Source: an optimization exercise on an open RTL-to-GDS flow (aim: a short achievable clock period and few clock cycles). Production flows keep margins and buffers that such runs may drop.
Only simulation tests tie the RTL to the original design; equivalence was not proved.
Power is estimated from default activity; no workload was simulated.

File: design/flow/config.mk
export PLATFORM = sky130hd
export DESIGN_NAME = CPU
export DESIGN_NICKNAME = CPU
export VERILOG_FILES = /design/flow/design.v
export SDC_FILE = /design/flow/constraint.sdc
export NUM_CORES = 4
export LEC_CHECK = 0
export CAP_MARGIN = 20
export CORE_MARGIN = 2
export CORE_UTILIZATION = 30
export PLACE_DENSITY = 0.45
export SLEW_MARGIN = 20
File: design/flow/constraint.sdc
create_clock -name core_clock -period 14.0 [get_ports {clk}]
set_input_delay 2.8000 -clock core_clock [delete_from_list [all_inputs] [get_ports {clk}]]
set_output_delay 2.8000 -clock core_clock [all_outputs]
set_load 0.01 [all_outputs]
File: design/flow/design.v
module CPU (
    input clk, reset,
    output wire [31:0] mem_addr,
    output wire        mem_wr,
    output wire [31:0] mem_wdata,
    input  wire [31:0] mem_rdata
);
    localparam RB = 4;       
    localparam BN = 16;      
    localparam K_NO = 3'd0, K_F = 3'd1, K_LD = 3'd2, K_SR = 3'd3, K_DM = 3'd4, K_EX = 3'd5;
    localparam PD_W = 14;
    localparam P_RS = 0, P_RT = 1, P_WD = 2, P_MEM = 3, P_SRAM = 4, P_DVC = 5, P_DIV = 6;
    function [PD_W-1:0] predec;
        input [31:0] w;
        reg [5:0] op, fn;
        reg isR, r_add, r_sub, r_and, r_slt, r_jr, r_brk, r_rte, r_sll, r_srl, r_sra, r_sllv, r_srav;
        reg r_div, r_mfhi, r_mflo, r_mult, r_divm, r_bad, i_known;
        reg i_load, i_st, wr_rd, wr_rt, i_br;
        begin
            op = w[31:26]; fn = w[5:0];
            isR    = op == 6'h00;
            r_add  = isR && fn == 6'h20;
            r_sub  = isR && fn == 6'h22;
            r_and  = isR && fn == 6'h24;
            r_slt  = isR && fn == 6'h2a;
            r_jr   = isR && fn == 6'h08;
            r_brk  = isR && fn == 6'h0d;
            r_rte  = isR && fn == 6'h13;
            r_sll  = isR && fn == 6'h00;
            r_srl  = isR && fn == 6'h02;
            r_sra  = isR && fn == 6'h03;
            r_sllv = isR && fn == 6'h04;
            r_srav = isR && fn == 6'h07;
            r_div  = isR && fn == 6'h1a;
            r_mfhi = isR && fn == 6'h10;
            r_mflo = isR && fn == 6'h12;
            r_mult = isR && fn == 6'h18;
            r_divm = isR && fn == 6'h05;
            i_load = op == 6'h20 || op == 6'h21 || op == 6'h23;
            i_st   = op == 6'h28 || op == 6'h29 || op == 6'h2b;
            i_br   = op == 6'h04 || op == 6'h05 || op == 6'h06 || op == 6'h07;
            i_known = isR || op == 6'h01 || op == 6'h02 || op == 6'h03 || i_br || op == 6'h08 ||
                      op == 6'h09 || op == 6'h0a || op == 6'h0f || i_load || i_st;
            wr_rd = r_add | r_sub | r_and | r_slt | r_sll | r_srl | r_sra | r_sllv | r_srav | r_mfhi | r_mflo;
            wr_rt = op == 6'h08 || op == 6'h09 || op == 6'h0a || op == 6'h0f || op == 6'h01 || i_load;
            predec[P_RS]   = r_add | r_sub | r_and | r_slt | r_sllv | r_srav | r_div | r_jr |
                             op == 6'h08 || op == 6'h09 || op == 6'h0a || i_br || i_load || i_st;
            predec[P_RT]   = r_add | r_sub | r_and | r_slt | r_sll | r_srl | r_sra | r_sllv | r_srav |
                             r_div | r_divm | i_br | i_st | op == 6'h01;
            predec[P_WD]   = wr_rd | wr_rt | op == 6'h03;
            predec[P_MEM]  = i_load | i_st | r_divm;
            predec[P_SRAM] = op == 6'h01;
            predec[P_DVC]  = r_div | r_divm | r_mfhi | r_mflo;
            predec[P_DIV]  = r_div;
            predec[11:7]   = (op == 6'h03) ? 5'd31 : wr_rt ? w[20:16] : w[15:11];
            predec[12]     = !i_known;
            predec[13]     = i_br || op == 6'h02 || op == 6'h03;
        end
    endfunction
    reg [31:0] ba, bwd;
    reg        bwr;
    assign mem_addr  = ba;
    assign mem_wr    = bwr;
    assign mem_wdata = bwd;
    reg [2:0]  k0, k1, k2;
    reg [1:0]  e0, e1, e2;       
    reg [31:0] p1, p2;           
    reg [4:0]  d0, d1, d2;       
    reg [1:0]  y0, y1, y2;       
    reg        u0, u1, u2;       
    reg        t0, t1, t2;       
    reg [31:0]     rb_i [0:RB-1];
    reg [31:0]     rb_p [0:RB-1];
    reg            rb_t [0:RB-1];
    reg [PD_W-1:0] rb_d [0:RB-1];
    reg [1:0]      rh, rtl;
    reg [2:0]      rn;
    reg            ofv, of_t;
    reg [31:0]     of_i, of_p;
    reg [PD_W-1:0] of_d;
    reg        bt_v [0:BN-1];
    reg [31:0] bt_pc [0:BN-1];
    reg [31:0] bt_tg [0:BN-1];
    reg [1:0]  epoch;            
    reg        flip_r;           
    reg [31:0] fpc;
    reg        halted;
    reg        exc_req, exc_wait;
    reg [1:0]  exc_vec;          
    reg [31:0] HI, LO, EPC, MDR;
    reg        exc_r;
    reg [31:0] epc_c;
    reg        dctl;             
    reg [31:0] mu_addr, mu_data;
    reg        mu_byte;
    reg        dm_busy, dm_chk;
    reg [31:0] dm_pc;
    reg        dv_busy;
    reg [4:0]  dv_cnt;
    reg [31:0] dv_rem, dv_res, dv_by;
    reg        xv;
    reg [31:0] x_pc, x_A, x_B, x_Bop, x_k, x_tgt, x_rtg;
    reg        x_cin;
    reg [31:0] x_dsel;           
    reg [4:0]  x_dst;
    reg [4:0]  x_sha;
    reg [31:0] x_shv;
    reg        x_wr, x_ovw, x_ovx;
    reg        s_sum, s_and, s_lt, s_shl, s_shr, s_hi, s_lo, s_k;
    reg        x_ar, x_sram;
    reg        x_beq, x_bne, x_ble, x_bgt, x_jmp;
    reg        x_brk, x_bad, x_div, x_nz, x_divm;
    reg        x_ld, x_sw, x_smw, x_sb;
    reg [1:0]  x_lty;
    reg        x_wdv;            
    reg        x_pt, x_bt;       
    reg        x_ph2, x_gt;      
    reg        bw_v, bw_tk;
    reg [31:0] bw_pc, bw_tg;
    reg        w_en;
    reg [31:0] w_dsel, w_res;
    reg [4:0]  w_dst;
    wire [31:0] rv [0:31];
    wire        we1, we2;
    wire [4:0]  wa2;
    wire [31:0] wd1, wd2;
    genvar gi;
    generate
        for (gi = 0; gi < 32; gi = gi + 1) begin : RF
            reg [31:0] q;
            assign rv[gi] = q;
            always @(posedge clk or posedge reset) begin
                if (reset)
                    q <= (gi == 29) ? 32'd227 : 32'd0;
                else if (we2 && wa2 == gi)
                    q <= wd2;
                else if (w_en && w_dsel[gi])
                    q <= w_res;
            end
        end
    endgenerate
    wire [31:0] I  = of_i;
    wire [31:0] pc = of_p;
    wire [5:0]  op = I[31:26];
    wire [4:0]  rs = I[25:21];
    wire [4:0]  rt = I[20:16];
    wire [4:0]  sa = I[10:6];
    wire [5:0]  fn = I[5:0];
    wire [15:0] imm = I[15:0];
    wire [31:0] simm = {{16{imm[15]}}, imm};
    wire isR    = (op == 6'h00);
    wire r_add  = isR && fn == 6'h20;
    wire r_sub  = isR && fn == 6'h22;
    wire r_and  = isR && fn == 6'h24;
    wire r_slt  = isR && fn == 6'h2a;
    wire r_jr   = isR && fn == 6'h08;
    wire r_brk  = isR && fn == 6'h0d;
    wire r_rte  = isR && fn == 6'h13;
    wire r_sll  = isR && fn == 6'h00;
    wire r_srl  = isR && fn == 6'h02;
    wire r_sra  = isR && fn == 6'h03;
    wire r_sllv = isR && fn == 6'h04;
    wire r_srav = isR && fn == 6'h07;
    wire r_div  = isR && fn == 6'h1a;
    wire r_mfhi = isR && fn == 6'h10;
    wire r_mflo = isR && fn == 6'h12;
    wire r_mult = isR && fn == 6'h18;
    wire r_divm = isR && fn == 6'h05;
    wire r_bad  = isR && !(r_add | r_sub | r_and | r_slt | r_jr | r_brk | r_rte | r_sll | r_srl |
                           r_sra | r_sllv | r_srav | r_div | r_mfhi | r_mflo | r_mult | r_divm);
    wire i_sram  = op == 6'h01;
    wire i_j     = op == 6'h02;
    wire i_jal   = op == 6'h03;
    wire i_beq   = op == 6'h04;
    wire i_bne   = op == 6'h05;
    wire i_ble   = op == 6'h06;
    wire i_bgt   = op == 6'h07;
    wire i_addi  = op == 6'h08;
    wire i_addiu = op == 6'h09;
    wire i_slti  = op == 6'h0a;
    wire i_lui   = op == 6'h0f;
    wire i_lb    = op == 6'h20;
    wire i_lh    = op == 6'h21;
    wire i_lw    = op == 6'h23;
    wire i_sb    = op == 6'h28;
    wire i_sh    = op == 6'h29;
    wire i_sw    = op == 6'h2b;
    wire i_load  = i_lb | i_lh | i_lw;
    wire i_smw   = i_sb | i_sh;
    wire i_br    = i_beq | i_bne | i_ble | i_bgt;
    wire [31:0] A, B;
    wire       wr_rd = r_add | r_sub | r_and | r_slt | r_sll | r_srl | r_sra | r_sllv | r_srav | r_mfhi | r_mflo;
    wire [4:0] dst = of_d[11:7];
    wire pl0 = (k0 == K_LD), pl1 = (k1 == K_LD), pl2 = (k2 == K_LD);
    wire xw  = xv && x_wdv;
    wire xl  = xv && x_ld;
    function pend_r;
        input [4:0] r;
        pend_r = (pl0 && d0 == r) || (pl1 && d1 == r) || (xl && x_dst == r);
    endfunction
    function pend_w;
        input [4:0] r;
        pend_w = (pl0 && d0 == r) || (xl && x_dst == r);
    endfunction
    wire jr_wait = r_jr && ((xv && x_wr && x_dst == rs) || (pl2 && d2 == rs));
    wire hazard = (of_d[P_RS] && pend_r(rs)) || (of_d[P_RT] && pend_r(rt)) || (of_d[P_WD] && pend_w(dst)) ||
                  jr_wait;
    wire sr_01   = (k0 == K_SR) || (k1 == K_SR);
    wire mem_ok  = !sr_01 && !(xv && x_smw);
    wire mdr_ok  = !((pl0 && u0) || (pl1 && u1) || sr_01 || (xv && (x_ld || x_smw)));
    wire dv_last = dv_cnt == 5'd31;
    wire dv_ok   = !(dv_busy && !dv_last) && !(xv && x_div);
    wire dctl_e  = (xv && x_div) ? 1'b0 : dctl;
    wire hv = ofv && !flip_r && !exc_req && !exc_wait && !halted && !dm_busy && !dm_chk && !(xv && x_divm);
    wire ok = !hazard &&
              (!of_d[P_MEM] || mem_ok) &&
              (!of_d[P_SRAM] || mdr_ok) &&
              (!of_d[P_DVC] || dv_ok) &&
              (!of_d[P_DIV] || !dctl_e || rn != 3'd0);
    wire [32:0] sum_c = {x_A, 1'b1} + {x_Bop, x_cin};
    wire [31:0] sum = sum_c[32:1];
    wire ovf  = (x_A[31] == x_Bop[31]) && (sum[31] != x_A[31]);
    wire lt   = sum[31] ^ ovf;
    wire eq   = (x_A == x_B);
    wire gt   = !lt && !eq;
    wire [4:0]  sha = x_sram ? MDR[4:0] : x_sha;
    wire [31:0] shl = x_shv << sha;
    wire signed [32:0] shx = {x_ar & x_shv[31], x_shv};
    wire [32:0] shr_full = shx >>> sha;
    wire [31:0] shr = shr_full[31:0];
    wire [31:0] res = ({32{s_sum}} & sum) | ({32{s_and}} & (x_A & x_B)) | ({32{s_lt}} & {31'd0, lt}) |
                      ({32{s_shl}} & shl) | ({32{s_shr}} & shr) | ({32{s_hi}} & HI) |
                      ({32{s_lo}} & LO) | ({32{s_k}} & x_k);
    wire div0  = x_div && ((x_B == 32'd0) || x_nz);
    wire exc   = xv && ((x_ovx && ovf) || div0 || x_bad);
    wire [1:0] exc_v = x_bad ? 2'd0 : (x_div ? 2'd2 : 2'd1);
    wire hold  = xv && (x_ble || x_bgt) && !x_ph2;
    wire tk    = (x_beq && eq) || (x_bne && !eq) || (x_ble && !x_gt) || (x_bgt && x_gt) || x_jmp;
    wire taken = xv && !hold && (tk != x_pt);    
    wire halt  = xv && x_brk;
    wire dm_exc = dm_chk && (MDR == 32'd0);
    wire flip  = taken || halt || exc || dm_exc;
    assign we1 = xv && x_wr && !(x_ovw && ovf);
    function [31:0] opnd;
        input [4:0] r;
        opnd = (xv && x_wr && x_dst == r) ? res :
               (w_en && w_dst == r)       ? w_res :
               (pl2 && d2 == r)           ? wd2 : rv[r];
    endfunction
    assign A = opnd(rs);
    assign B = opnd(rt);
    assign wd1 = res;
    wire go    = hv && ok && !hold;  
    wire issue = go && !flip;
    wire ld_ret = (k2 == K_LD);
    assign we2 = ld_ret;
    assign wa2 = d2;
    assign wd2 = (y2 == 2'd0) ? mem_rdata : (y2 == 2'd1) ? {16'd0, mem_rdata[15:0]} : {24'd0, mem_rdata[7:0]};
    wire push = (k2 == K_F) && (e2 == epoch) && !flip_r;
    wire in_j = push && (mem_rdata[31:27] == 5'b00001) && !t2;
    wire in_bk = push && (mem_rdata[31:28] == 4'b0001) && mem_rdata[15] && !t2;
    reg        bk_p;
    reg [31:0] bk_pc;
    reg [15:0] bk_off;
    wire bkv = bk_p && !flip_r;
    wire [30:0] bk_s = {bk_pc[31:2], 1'b1} + {{14{bk_off[15]}}, bk_off, 1'b1};
    wire [31:0] bk_tgt = {bk_s[30:1], bk_pc[1:0]};
    wire [31:0] p2_4 = p2 + 32'd4;
    wire [31:0] jt_a = {p2_4[31:28], mem_rdata[25:0], 2'b00};
    wire [31:0] jt_a4 = jt_a + 32'd4;
    wire [PD_W-1:0] in_d = predec(mem_rdata);
    wire f0 = (k0 == K_F), f1 = (k1 == K_F), f2 = (k2 == K_F);
    wire ge1 = ofv | f0 | f1 | f2;
    wire ge2 = (ofv & (f0 | f1 | f2)) | (f0 & (f1 | f2)) | (f1 & f2);
    wire ge3 = (ofv & f0 & (f1 | f2)) | (ofv & f1 & f2) | (f0 & f1 & f2);
    wire ge4 = ofv & f0 & f1 & f2;
    wire room = (rn == 3'd0) | ((rn == 3'd1) & !ge4) | ((rn == 3'd2) & !ge3) |
                ((rn == 3'd3) & !ge2) | ((rn == 3'd4) & !ge1);
    wire fetch_ok = !halted && !exc_req && !exc_wait && room;
    wire take = go || !ofv;                   
    wire rb_any = rn != 3'd0;
    wire mv = take && (rb_any || push);       
    integer i;
    always @(posedge clk or posedge reset) begin
        if (reset) begin
            rh <= 2'd0; rtl <= 2'd0; rn <= 3'd0;
            ofv <= 1'b0; of_t <= 1'b0; of_i <= 32'd0; of_p <= 32'd0; of_d <= {PD_W{1'b0}};
            for (i = 0; i < RB; i = i + 1) begin
                rb_i[i] <= 32'd0; rb_p[i] <= 32'd0; rb_t[i] <= 1'b0; rb_d[i] <= {PD_W{1'b0}};
            end
        end else begin
            if (push) begin
                rb_i[rtl] <= mem_rdata; rb_p[rtl] <= p2; rb_t[rtl] <= t2 | in_j | in_bk; rb_d[rtl] <= in_d;
            end
            if (take) begin
                if (rb_any) begin
                    of_i <= rb_i[rh]; of_p <= rb_p[rh]; of_t <= rb_t[rh]; of_d <= rb_d[rh];
                end else begin
                    of_i <= mem_rdata; of_p <= p2; of_t <= t2 | in_j | in_bk; of_d <= in_d;
                end
            end
            if (flip_r) begin
                ofv <= 1'b0;
                rn <= 3'd0;
                rh <= 2'd0; rtl <= 2'd0;
            end else begin
                if (take) ofv <= rb_any || push;
                rtl <= rtl + {1'b0, push};
                rh  <= rh + {1'b0, mv};
                rn  <= rn + {2'd0, push} - {2'd0, mv};
            end
        end
    end
    wire [31:0] pc4  = pc + 32'd4;
    wire [30:0] bt_s = {pc[31:2], 1'b1} + {simm[29:0], 1'b1};
    wire [31:0] btgt = {bt_s[30:1], pc[1:0]};
    wire [31:0] jtgt = {pc4[31:28], I[25:0], 2'b00};
    wire [31:0] A_jr = (w_en && w_dst == rs) ? w_res : rv[rs];
    wire [31:0] tgt  = r_jr ? A_jr : r_rte ? EPC : (i_j | i_jal) ? jtgt : btgt;
    wire [31:0] nxt  = rb_i[rh];      
    always @(posedge clk or posedge reset) begin
        if (reset) begin
            xv <= 1'b0;
            x_pc <= 32'd0; x_A <= 32'd0; x_B <= 32'd0; x_Bop <= 32'd0; x_k <= 32'd0;
            x_tgt <= 32'd0; x_rtg <= 32'd0;
            x_cin <= 1'b0; x_dsel <= 32'd0; x_dst <= 5'd0; x_sha <= 5'd0; x_shv <= 32'd0;
            x_wr <= 1'b0; x_ovw <= 1'b0; x_ovx <= 1'b0;
            s_sum <= 1'b0; s_and <= 1'b0; s_lt <= 1'b0; s_shl <= 1'b0; s_shr <= 1'b0;
            s_hi <= 1'b0; s_lo <= 1'b0; s_k <= 1'b0;
            x_ar <= 1'b0; x_sram <= 1'b0;
            x_beq <= 1'b0; x_bne <= 1'b0; x_ble <= 1'b0; x_bgt <= 1'b0; x_jmp <= 1'b0;
            x_brk <= 1'b0; x_bad <= 1'b0; x_div <= 1'b0; x_nz <= 1'b0; x_divm <= 1'b0;
            x_ld <= 1'b0; x_sw <= 1'b0; x_smw <= 1'b0; x_sb <= 1'b0; x_lty <= 2'd0; x_wdv <= 1'b0;
            x_pt <= 1'b0; x_bt <= 1'b0;
            x_ph2 <= 1'b0; x_gt <= 1'b0;
        end else if (hold) begin
            x_ph2 <= 1'b1;
            x_gt <= gt;
        end else begin
            x_ph2 <= 1'b0;
            xv <= issue;
            x_pc <= pc;
            x_A <= A;
            x_B <= B;
            if (r_sub | r_slt | i_ble | i_bgt)
                x_Bop <= ~B;
            else if (i_slti)
                x_Bop <= ~simm;
            else if (r_add)
                x_Bop <= B;
            else
                x_Bop <= simm;
            x_cin <= r_sub | r_slt | i_slti | i_ble | i_bgt;
            x_k <= i_jal ? pc4 : {imm, 16'd0};
            x_tgt <= tgt;
            x_rtg <= of_t ? pc4 : tgt;       
            x_dsel <= 32'd1 << dst;
            x_dst <= dst;
            x_sha <= (r_sllv | r_srav) ? B[4:0] : sa;
            x_shv <= (r_sllv | r_srav) ? A : B;
            x_wr  <= wr_rd | i_addi | i_addiu | i_slti | i_lui | i_sram | i_jal;
            x_ovw <= r_sub | i_addi;
            x_ovx <= r_add | r_sub | i_addi;
            s_sum <= r_add | r_sub | i_addi | i_addiu;
            s_and <= r_and;
            s_lt  <= r_slt | i_slti;
            s_shl <= r_sll | r_sllv;
            s_shr <= r_srl | r_sra | r_srav | i_sram;
            s_hi  <= r_mfhi;
            s_lo  <= r_mflo;
            s_k   <= i_lui | i_jal;
            x_ar  <= r_sra | r_srav | i_sram;
            x_sram <= i_sram;
            x_beq <= i_beq; x_bne <= i_bne; x_ble <= i_ble; x_bgt <= i_bgt;
            x_jmp <= i_j | i_jal | r_jr | r_rte;
            x_brk <= r_brk | r_bad;
            x_bad <= of_d[12];
            x_div <= r_div;
            x_nz  <= dctl_e && (nxt == 32'd0);
            x_divm <= r_divm;
            x_ld  <= i_load;
            x_sw  <= i_sw;
            x_smw <= i_smw;
            x_sb  <= i_sb;
            x_lty <= i_lw ? 2'd0 : i_lh ? 2'd1 : 2'd2;
            x_wdv <= of_d[P_WD];
            x_pt  <= of_t;
            x_bt  <= of_d[13];
        end
    end
    wire sr_ret = (k2 == K_SR);
    wire [31:0] merged = mu_byte ? {mem_rdata[31:8], mu_data[7:0]} : {mem_rdata[31:16], mu_data[15:0]};
    wire x_mem = xv && (x_ld || x_sw || x_smw || x_divm);
    reg        bhit;
    reg [31:0] btgt_f;
    integer bi;
    always @(*) begin
        bhit = 1'b0;
        btgt_f = 32'd0;
        for (bi = 0; bi < BN; bi = bi + 1)
            if (bt_v[bi] && bt_pc[bi] == fpc) begin
                bhit = 1'b1;
                btgt_f = btgt_f | bt_tg[bi];
            end
    end
    wire [31:0] dv_a = dm_chk ? MDR : x_A;
    wire [31:0] dv_b = dm_chk ? MDR : x_B;
    wire dv_start = (xv && x_div && !div0) || (dm_chk && !dm_exc);
    reg [4:0] dv_z;
    integer z;
    always @(*) begin
        dv_z = 5'd31;
        for (z = 0; z < 32; z = z + 1)
            if (dv_a[z]) dv_z = 5'd31 - z[4:0];
    end
    wire [32:0] dsub = {1'b0, dv_rem[30:0], dv_res[31]} - {1'b0, dv_by};
    wire [31:0] nrem = dsub[32] ? {dv_rem[30:0], dv_res[31]} : dsub[31:0];
    wire [31:0] nres = {dv_res[30:0], !dsub[32]};
    always @(posedge clk or posedge reset) begin
        if (reset) begin
            w_en <= 1'b0; w_dsel <= 32'd0; w_res <= 32'd0; w_dst <= 5'd0;
        end else begin
            w_en <= we1; w_dsel <= x_dsel; w_res <= wd1; w_dst <= x_dst;
        end
    end
    wire redir = taken && !sr_ret && !exc_req && !x_mem;
    wire [31:0] x_rtg4 = x_rtg + 32'd4;
    reg [31:0] ba_o;
    always @(*) begin
        if (sr_ret)
            ba_o = mu_addr;
        else if (exc_req)
            ba_o = (exc_vec == 2'd0) ? 32'd253 : (exc_vec == 2'd1) ? 32'd254 : 32'd255;
        else if (x_mem)
            ba_o = x_divm ? x_B : sum;
        else if (in_j)
            ba_o = jt_a;
        else if (bkv)
            ba_o = bk_tgt;
        else
            ba_o = fpc;
    end
    integer j;
    always @(posedge clk or posedge reset) begin
        if (reset) begin
            ba <= 32'd0; bwr <= 1'b0; bwd <= 32'd0;
            k0 <= K_F; k1 <= K_NO; k2 <= K_NO;
            e0 <= 2'd0; e1 <= 2'd0; e2 <= 2'd0;
            p1 <= 32'd0; p2 <= 32'd0;
            d0 <= 5'd0; d1 <= 5'd0; d2 <= 5'd0;
            y0 <= 2'd0; y1 <= 2'd0; y2 <= 2'd0;
            u0 <= 1'b0; u1 <= 1'b0; u2 <= 1'b0;
            t0 <= 1'b0; t1 <= 1'b0; t2 <= 1'b0;
            bw_v <= 1'b0; bw_tk <= 1'b0; bw_pc <= 32'd0; bw_tg <= 32'd0;
            for (j = 0; j < BN; j = j + 1) begin
                bt_v[j] <= 1'b0; bt_pc[j] <= 32'd0; bt_tg[j] <= 32'd0;
            end
            epoch <= 2'd0;
            bk_p <= 1'b0; bk_pc <= 32'd0; bk_off <= 16'd0;
            flip_r <= 1'b0;
            fpc <= 32'd4;
            halted <= 1'b0;
            exc_req <= 1'b0; exc_wait <= 1'b0; exc_vec <= 2'd0;
            HI <= 32'd0; LO <= 32'd0; EPC <= 32'd0; MDR <= 32'd0;
            exc_r <= 1'b0; epc_c <= 32'd0;
            dctl <= 1'b0;
            mu_addr <= 32'd0; mu_data <= 32'd0; mu_byte <= 1'b0;
            dm_busy <= 1'b0; dm_chk <= 1'b0; dm_pc <= 32'd0;
            dv_busy <= 1'b0; dv_cnt <= 5'd0; dv_rem <= 32'd0; dv_res <= 32'd0; dv_by <= 32'd0;
        end else begin
            k1 <= k0; k2 <= k1;
            e1 <= e0; e2 <= e1;
            p1 <= ba; p2 <= p1;
            d1 <= d0; d2 <= d1;
            y1 <= y0; y2 <= y1;
            u1 <= u0; u2 <= u1;
            t1 <= t0; t2 <= t1;
            epoch <= epoch + {1'b0, flip_r | in_j | in_bk};
            flip_r <= flip;
            bk_p <= in_bk;
            bk_pc <= p2;
            bk_off <= mem_rdata[15:0];
            bwr <= 1'b0;
            k0 <= K_NO;
            u0 <= 1'b0;
            t0 <= 1'b0;
            ba <= redir ? x_rtg : ba_o;
            if (sr_ret) begin
                bwr <= 1'b1; bwd <= merged;
                if (in_j) fpc <= jt_a;
                else if (bkv) fpc <= bk_tgt;
            end else if (exc_req) begin
                k0 <= K_EX;
                exc_req <= 1'b0;
                exc_wait <= 1'b1;
            end else if (x_mem) begin
                if (x_divm) begin
                    k0 <= K_DM;
                end else if (x_sw) begin
                    bwr <= 1'b1; bwd <= x_B;
                end else if (x_smw) begin
                    k0 <= K_SR;
                end else begin
                    k0 <= K_LD; d0 <= x_dst; y0 <= x_lty; u0 <= 1'b1;
                end
                if (in_j) fpc <= jt_a;
                else if (bkv) fpc <= bk_tgt;
            end else if (taken) begin
                k0 <= K_F; e0 <= epoch + 2'd1 + {1'b0, in_j | in_bk};
            end else if (in_j && fetch_ok) begin
                k0 <= K_F; e0 <= epoch + 2'd1; fpc <= jt_a4;
            end else if (in_j) begin
                fpc <= jt_a;         
            end else if (bkv && fetch_ok) begin
                k0 <= K_F; e0 <= epoch; fpc <= bk_tgt + 32'd4;
            end else if (bkv) begin
                fpc <= bk_tgt;
            end else if (fetch_ok) begin
                k0 <= K_F; e0 <= epoch + {1'b0, flip_r}; t0 <= bhit;
                fpc <= bhit ? btgt_f : fpc + 32'd4;
            end
            if (taken) fpc <= sr_ret ? x_rtg : x_rtg4;
            bw_v  <= xv && !hold && x_bt && (tk || x_pt);
            bw_tk <= tk;
            bw_pc <= x_pc;
            bw_tg <= x_tgt;
            if (bw_v) begin
                bt_v[bw_pc[5:2]] <= bw_tk; bt_pc[bw_pc[5:2]] <= bw_pc; bt_tg[bw_pc[5:2]] <= bw_tg;
            end
            if (xv && x_smw) begin
                mu_addr <= sum; mu_data <= x_B; mu_byte <= x_sb;
            end
            if (xv && x_sw) begin
                MDR <= x_B;
                u1 <= 1'b0; u2 <= 1'b0;
            end else if ((ld_ret && u2) || sr_ret || k2 == K_DM || k2 == K_EX) begin
                MDR <= mem_rdata;
            end
            if (exc) exc_req <= 1'b1;
            if (xv) begin
                exc_vec <= exc_v; epc_c <= x_pc;
            end
            exc_r <= exc;
            if (exc_r) EPC <= epc_c;
            if (k2 == K_EX) begin
                exc_wait <= 1'b0;
                fpc <= {24'd0, mem_rdata[7:0]};
            end
            if (halt) halted <= 1'b1;
            if (xv && x_divm) begin
                dm_busy <= 1'b1; dm_pc <= x_pc; dctl <= 1'b1;
            end
            if (k2 == K_DM) begin
                dm_busy <= 1'b0; dm_chk <= 1'b1;
            end
            if (dm_chk) begin
                dm_chk <= 1'b0;
                if (dm_exc) begin
                    exc_req <= 1'b1; exc_vec <= 2'd2; EPC <= dm_pc;
                end
            end
            if (xv && x_div) dctl <= 1'b0;
            if (dv_start) begin
                dv_busy <= 1'b1; dv_cnt <= dv_z;
                dv_rem <= 32'd0; dv_res <= dv_a << dv_z; dv_by <= dv_b;
            end else if (dv_busy) begin
                dv_rem <= nrem; dv_res <= nres;
                dv_cnt <= dv_cnt + 5'd1;
                if (dv_last) begin
                    dv_busy <= 1'b0;
                    HI <= nrem; LO <= nres;
                end
            end
        end
    end
endmodule
File: design/flow/flow/run.sh
#!/bin/bash
set -euo pipefail
bash standard.sh SETUP_SLACK_MARGIN=9.5 finish > standard_flow.log 2>&1
File: design/flow/standard.sh
#!/bin/bash
# synth_recipe.tcl (not shown) runs the flow's synth.tcl, then flattens the netlist and writes it again
# the make line also repeats each setting of config.mk as NAME=value (left out here)
make -C /OpenROAD-flow-scripts/flow DESIGN_CONFIG=/design/flow/config.mk WORK_HOME=/design/flow/orfs CLKGATE_MAP_FILE= SYNTH_SCRIPT=/design/flow/synth_recipe.tcl "${@:-finish}"
==> reports/qor.yml <==
clock_tree:
  clk_latency_ns: 1.10
  h-tree-depth: 5
  cts_hold_buf: 0
  clk_pin_slew_worst_paths_ns: 0.06
  cts.sinks: 3542
  cts_root_buf: "clkbuf_16"
  cts_buffer_depth: 4
  cts-buffers-inserted: 416
  cts_tree: "yes"
power:
  ir_drop_uv: 125
  p_leak_uw: 0.102
  p_per_area_nw_per_um2: 242
global_routing:
  grt-ovfl-total: 0
  grt_pass1_wl_mm: 1350
  grt_usage_pct: 30.5
  antenna_found_initial: 108
  grt_max_degree: 188
  grt_pass1_vias: 151167
placed_design:
  routabilityCongestion: 0.969
  placed_cells: 25784
  portBuffers: 98
  dp_slack_ns: 5.98
  dp_hpwl_mm: 635
final_layout:
  syn_to_final_growth_pct: 15.3
  final_common_cell: "dfrtp_1"
  drive_gt1_share_pct: 19.8
  nets: 18209
  final_cell_mix: "dfrtp_1 (3442), nor2_1 (1659), nand2_1 (1442)"
  fin_cells: 26703
route:
  dr_total_vias: 161628
  wire_per_inst_um: 37.5
  wirelength_mm: 1000
  firstDrtPassIters: 10
  drc: 0
  antenna_left: 0
  drtIter0Drc: 22041
  vias_per_cell: 6.05
flow_run:
  max_cap_violations: 0
critical_path:
  arrival_ns: 5.70
  r2r_setup_slack_ns: 9.23
  worstRegToRegCells: 12
  timing.rr.end: "x_shv[23]"
  crit_fanout: 22
  crit_path_start_kind: "flop"
  critical_path_class: "reg -> reg"
  cp.required_ns: 14.93
  endpoint_kind: "flop"
  r2r_start: "of_i[24]"
timing:
  rsz0062_at_grt: "true"
  worst_pin_slew_ns: 1.29
  final_critical_path_setup_slack_ns: 9.23
  slew_violations: 0
  skew_ns: 0.121
  setup_viol: 0
  finalCriticalPeriod_ns: 4.77
  worst_hold_slack_ns: 0.345
  setup_tns_ns: 0
  relSlewSlack_pct: 14.1
  hold_viol: 0
  fmax_mhz: 210
  period_share_pct: 34.1
synthesis:
  synth_xor_area_share_pct: 3.76
  synth_ff_type: "dfrtp_1"
  syn_area_um2: 188000
  synth_top_family_by_area: "multiplexers"
  ys_ff_latch: 3542
  syn-num-nets: 18623
  ys_seq_area_share_pct: 47.3
  async_reset_ff_share_pct: 100
  ys_warn_count: 8
  synth_area_per_cell_um2: 10.2
  synth_mux_area_share_pct: 17.7
  syn_inst: 18412
  synth_compound_gate_area_share_pct: 15.1
  ys_types: 94
  yosys.area_share.adder_pct: 1.21
  synth_edf_count: 0
  synth-simple-area-share_pct: 11.3
floorplanning:
  coreArea_um2: 623000
  io_pins: 99
  dieWidth_um: 795
  fp-row-count: 290
  start_util_pct: 30.1
  fp.dieH_um: 795
  die-area_um2: 631000
min_path:
  hold_depth: 0
  hold_class: "reg -> reg"
  hold_start: "p1[25]"
  hold_end: "p2[25]"
run_status:
  outcome: "no timing/DRC/antenna violations"
-- cells in the mapped netlist (33+ instances only) --
library cell  number  area [um^2]
mux2_2          1421        16000
or4_1             51          383
and2_1           117          732
o21ai_0          781         3910
nor4_1           112          701
o211ai_1          89          668
a21oi_1         1443         7220
o22ai_1           55          344
o31ai_1           38          285
or2_2             48          300
mux4_2           131         2950
and3_1           149          932
a22o_1           191         1670
nand2b_1          49          307
nor2_1          1704         6400
or3_1             37          231
nand3_1          312         1560
mux2i_1         1421        14200
o32a_1            34          340
buf_1            203          762
nand4_1          263         1650
nor3_1           157          786
inv_1            117          439
o21a_1            53          398
ha_1             171         2140
xor2_1           278         2430
nand2_1         1514         5680
dfrtp_1         3535        88500
buf_2             72          360
nor3b_1           33          248
a21o_1            61          458
a221oi_1         176         1540
nor2b_1           68          425
a211oi_1         145         1090
xnor2_1          528         4620
a2111oi_0         40          350
a31oi_1          130          813
a22oi_1          890         6680
clkbuf_1        1380         5180
-- cell families (layout without fill, tap and decap cells) --
| group | Yosys count | after routing |
|---|---|---|
| muxes | 2974 | 2974 |
| and+or+nand+nor | 4722 | 4724 |
| buffers and inverters | 1779 | 1704 |
| DFF | 3542 | 3542 |
| xor gates and xnor gates | 806 | 806 |
| other | 0 | 41 |
| AOI/OAI and AO/OA | 4411 | 4412 |
| adders and majority gates | 178 | 178 |
-- layer usage --
layer | track usage (%) | routed length (um) | vias up
met4 | 16.7 | 69400 | 52
met1 | 41.1 | 412000 | 83440
met3 | 8.06 | 99800 | 2792
met5 | 0.121 | 404 | -
li1 | - | - | 65837
met2 | 44.4 | 419000 | 9507
-- where the power goes --
group	switching (uW)	internal, uW
Sequential	3960	13300
Clock	4860	6470
Combinational	15300	8420
Total	24100	28200
-- critical path, stage by stage (launching register included) --
cell      delay (ns)
dfrtp_2         0.66
and3_1          0.62
and2_4          0.47
buf_6           0.56
a22oi_1         0.16
nand2_1         0.11
nor3_1          0.06
nand2_1         0.07
o32a_1          0.63
mux2i_1         0.15
o21ai_0         0.47
mux2i_1         0.34
a211oi_1        0.29
-- stage by stage --
stage                     power, uW  util, %  instance area (um^2)
after floorplan               28900        -                188000
after global placement        39300     31.9                199000
after detailed placement      39400     31.9                199000
after CTS                     51400     34.5                215000
after global routing          54100     34.7                216000
final                         52300     34.7                216000
-- area by class of cell --
type                    count  area, um^2
flip-flops and latches   3542       88800
fillers                 63223      407000
clock inverters           125        1490
repair inverters            2        22.5
diodes                     41         103
clock buffers             635       12400
multi-input cells       13094       94800
repair buffers            819        7740
well taps                8322       10400
inverters                 123         509
-- timing repair --
item | 4_1_cts | 5_1_grt
pin swaps | 33 | 37
cloned | 9 | 6
setup endpoints to repair | 1591 | 1403
setup buffers | 67 | 35
gates resized for setup | 751 | 198
hold endpoints to repair | 0 | 0
-- worst max path at each step --
stage,from,endpoint,cells after the start
floorplan,reset,EPC[0],1
global placement,mem_rdata[31],fpc[17],12
detailed placement,mem_rdata[31],fpc[17],12
CTS,ba[0],mem_addr[0],1
global route,ba[0],mem_addr[0],1
finish,of_i[24],x_shv[23],12
-- sequential cells by signal, summed over array words and instances, names as in the netlist, 56 cells and up --
name and count:
rb_p 128, bt_tg 512, rb_d 56, bt_pc 512
rb_i 128, RF.q 1024
Testbench counts, summed over its fixed seeds: cycles 51,833.

-- port drivers added, routing unchanged --
In the flow no input, the clock included, has a driving cell. The finished layout below was timed again as built, in two steps.
Step 1 assumes that a clkbuf_16 drives the clock port and a buf_2 every other input.
Step 2, shift: input delay + t, output delay - t, t = (earliest + latest rising clock arrival at the registers) / 2. This alone moves slack from input paths to output paths.
Slacks: ideal ports / drivers / drivers and shift; pairs: ideal ports / drivers.
shift t [ns]: 1.165
setup slack, ns: 9.231 / 9.231 / 8.398
worst setup path after step 2: input to register
worst slew at a driven data input, ns: 0.10
After both steps setup and hold are still met in this run. The setup slack of this run moves by 0.000 ns with the drivers and by -0.833 ns with both steps.
